This is an optimization exercise on Yosys and OpenROAD, whose aim is small area and a short achievable clock period, not a production implementation.
Function was checked by simulation only, so behaviour that the tests miss may differ from the original.
Power figures rest on the tool's default switching activity, not on a simulated workload.

job 9356:
## FP32Multi
module FP32Multi
(
    input         clk,
    input         input_valid,
    input [31:0]  x1,
    input [31:0]  x2,
    output [31:0] y,
    output reg    out_valid
);
For scale: about 2200 cells after synthesis, ~260 flip-flops, about 0.022 sq mm of cells after synthesis.
Settings: LEC_CHECK=0, CAP_MARGIN=20, CORE_MARGIN=2, CORE_UTILIZATION=60, CTS_CLUSTER_DIAMETER=100, CTS_CLUSTER_SIZE=30, PLACE_DENSITY=0.72, SETUP_SLACK_MARGIN=5, SLEW_MARGIN=20, SYNTH_HIERARCHICAL=1, TNS_END_PERCENT=0; clock period 8.5 ns.
standard.sh (not shown) runs the stock make flow with config.mk's settings and CLKGATE_MAP_FILE= SYNTH_SCRIPT=/design/flow/synth_recipe.tcl, a recipe that flattens the netlist after the stock synthesis.
==> flow/flow/run.sh <==
#!/bin/bash
# Layout flow: the standard ORFS flow (standard.sh) unchanged except for
#  - synthesis: the same script, but ABC maps with flow/abc.script (area
#    oriented, no ABC-side buffering or sizing; OpenROAD sizes the gates
#    after placement);
#  - flow/env.sh: extra ORFS settings (port buffers are buf_1 cells).
# All tool output goes to flow_make.log and ORFS's own logs under orfs/logs.
set -euo pipefail
HERE=$(pwd)
ABC_D=${ABC_D:-$(cat flow/abc_d.txt 2>/dev/null || echo 3300)}
{
  cat <<'EOT'
proc abc {args} {
  set new {}
  set skip 0
  foreach a $args {
    if {$skip} { set skip 0; continue }
    if {$a eq "-script"} { lappend new -script $::env(MY_ABC_SCRIPT); set skip 1; continue }
    if {$a eq "-D"} { lappend new -D $::env(MY_ABC_D); set skip 1; continue }
    lappend new $a
  }
  puts "flow abc: $new"
  yosys abc {*}$new
}
EOT
  cat synth_recipe.tcl
} > my_synth.tcl
# optional extra ORFS settings
[ -f flow/env.sh ] && source flow/env.sh
export MY_ABC_SCRIPT=$HERE/flow/abc.script
export MY_ABC_D=$ABC_D
sed "s#SYNTH_SCRIPT=[^ ]*#SYNTH_SCRIPT=$HERE/my_synth.tcl#" standard.sh > my_standard.sh
bash my_standard.sh > flow_make.log 2>&1
==> flow/flow/abc.script <==
&get -n
&st
&dch
&nf -R 1000
&put
topo
stime -c
==> flow/flow/env.sh <==
export BUFFER_PORTS_ARGS="-buffer_cell sky130_fd_sc_hd__buf_1"
Job 9356: all stages complete, timing, DRC and antenna checks passed
Relative to job 9356, the following input files were edited for job 8086:
# job 9356
export LEC_CHECK = 0
export CAP_MARGIN = 20
export CORE_MARGIN = 2
export CORE_UTILIZATION = 60
export CTS_CLUSTER_DIAMETER = 100
export CTS_CLUSTER_SIZE = 30
export PLACE_DENSITY = 0.72
export SETUP_SLACK_MARGIN = 5
export SLEW_MARGIN = 20
export SYNTH_HIERARCHICAL = 1
export TNS_END_PERCENT = 0
create_clock -name core_clock -period 8.5 [get_ports {clk}]
# job 8086
export LEC_CHECK = 0
export CAP_MARGIN = 20
export CORE_MARGIN = 2
export CORE_UTILIZATION = 60
export PLACE_DENSITY = 0.72
export SETUP_SLACK_MARGIN = 5
export SLEW_MARGIN = 20
export SYNTH_HIERARCHICAL = 1
export TNS_END_PERCENT = 0
create_clock -name core_clock -period 8.5 [get_ports {clk}]
-- flow/flow/run.sh --
<<< job 9356, line 1
#!/bin/bash
# Layout flow: the standard ORFS flow (standard.sh) unchanged except for
#  - synthesis: the same script, but ABC maps with flow/abc.script (area
#    oriented, no ABC-side buffering or sizing; OpenROAD sizes the gates
#    after placement);
#  - flow/env.sh: extra ORFS settings (port buffers are buf_1 cells).
# All tool output goes to flow_make.log and ORFS's own logs under orfs/logs.
set -euo pipefail
HERE=$(pwd)
>>> job 8086, line 1
#!/bin/bash
# Layout flow: the standard ORFS flow, with synthesis mapped by the ABC
# script in flow/abc.script (no ABC-side buffering/sizing; OpenROAD sizes
# the gates after placement) at a tighter ABC delay target.
set -euo pipefail
HERE=$(pwd)
==> flow/flow/abc.script <==
&get -n
&st
&dch
&nf -R 50
&put
topo
stime -c
--- outcome ---
Route | job 8086 vs job 9356 | wire longer in job 8086
Proportion of final cell area spent on non-clock buffers (lower): job 9356
Job 8086 and job 9356 ended up with roughly the same post-placement setup slack.
The run showing the greater clock share of power is job 8086.
Re flip-flop and latch share of the layout cell area: job 9356 was higher than job 8086.
Job 8086 falls short of job 9356 in finished layout cell area.
When job 8086 is set beside job 9356, its count of cell types in the netlist turns out to be about 4% smaller.
Signed area change from the synthesized netlist to the final layout (higher): job 8086

Another version of the RTL of FP32Multi (not shown whole).
Size: roughly 2,200 cells after synthesis, roughly 99 I/O pins, about 22,000 µm² of cells after synthesis.
export LEC_CHECK = 0
export CAP_MARGIN = 10
export CORE_MARGIN = 2
export CORE_UTILIZATION = 70
export PLACE_DENSITY = 0.8
export SETUP_SLACK_MARGIN = 5
export SLEW_MARGIN = 10
export SYNTH_HIERARCHICAL = 1
export TNS_END_PERCENT = 0
create_clock -name core_clock -period 8.5 [get_ports {clk}]
==> flow/flow/run.sh <==
#!/bin/bash
# Layout flow: the standard ORFS flow, with synthesis mapped by the ABC
# script in flow/abc.script (no ABC-side buffering/sizing; OpenROAD sizes
# the gates after placement) at a tighter ABC delay target.
set -euo pipefail
HERE=$(pwd)
ABC_D=${ABC_D:-$(cat flow/abc_d.txt 2>/dev/null || echo 3300)}
{
  cat <<'EOT'
proc abc {args} {
  set new {}
  set skip 0
  foreach a $args {
    if {$skip} { set skip 0; continue }
    if {$a eq "-script"} { lappend new -script $::env(MY_ABC_SCRIPT); set skip 1; continue }
    if {$a eq "-D"} { lappend new -D $::env(MY_ABC_D); set skip 1; continue }
    lappend new $a
  }
  puts "flow abc: $new"
  yosys abc {*}$new
}
EOT
  cat synth_recipe.tcl
} > my_synth.tcl
# optional extra ORFS settings
[ -f flow/env.sh ] && source flow/env.sh
export MY_ABC_SCRIPT=$HERE/flow/abc.script
export MY_ABC_D=$ABC_D
sed "s#SYNTH_SCRIPT=[^ ]*#SYNTH_SCRIPT=$HERE/my_synth.tcl#" standard.sh > my_standard.sh
bash my_standard.sh > flow_make.log 2>&1
==> flow/flow/abc.script <==
&get -n
&st
&dch
&nf -R 1000
&put
topo
stime -c
Scripts as last shown in full above: flow/flow/env.sh
The first run ran to the end with no violations.
Then changed:
==> flow/flow/abc.script (replaced) <==
&get -n
&st
&dch
&nf
&st
&syn2
&if -g -K 6
&synch2
&nf
&st
&syn2
&if -g -K 6
&synch2
&nf
&st
&syn2
&if -g -K 6
&synch2
&nf
&put
topo
stime -c
Settings changed: CAP_MARGIN 10 to 20, CORE_UTILIZATION 70 to 60, PLACE_DENSITY 0.8 to 0.72, SLEW_MARGIN 10 to 20.
The new run completed with no timing, DRC or antenna violations.
Synthesized area goes up by 1.9%.
Routed wire length came out higher by 0.38%.
Clock skew came out lower by 0.0034 ns.
Then changed:
==> flow/flow/abc.script (replaced) <==
&get -n
&st
&dch
&nf -R 1000
&put
topo
stime -c
After rerunning:
- The new run ran to the end with no violations
- cell area falls by 1.9%
- cell count falls by 1.3%
- clock skew rises by 0.0061 ns

-- afterwards: timing with drivers on the ports --
In the flow no input, the clock included, has a driving cell. The finished layouts below were timed again as built, in two steps.
Step 1: set_driving_cell puts a clkbuf_16 on clk and a buf_2 on each other input, an assumption about the parent block.
Step 2 times the ports against the registers' clock, not the clock port: input delays grow and output delays shrink by t, the midpoint of the rising clock arrivals with the driver on.
a / b / c = no drivers / after step 1 / after step 2; a / b = the first two.
run	t (ns)	slack for setup (ns)	worst hold slack (ns)	clock arrival spread, ns
job 9356	0.573	4.945 / 4.945 / 4.885	0.337 / 0.337 / 0.337	0.022 / 0.021
job 8086	0.631	4.963 / 4.963 / 4.963	0.325 / 0.325 / 0.325	0.014 / 0.014
the first run of note 2	0.635	4.822 / 4.822 / 4.365	0.325 / 0.325 / 0.325	0.016 / 0.016
the second run of note 2	0.634	4.880 / 4.880 / 4.441	0.324 / 0.324 / 0.324	0.014 / 0.014
the third run of note 2	0.629	4.836 / 4.836 / 4.343	0.326 / 0.326 / 0.326	0.022 / 0.023
After both steps every run listed still meets setup and hold. For the third run of note 2, which loses most, drivers alone change the setup slack by 0.000 ns; drivers and shift together by -0.493 ns.
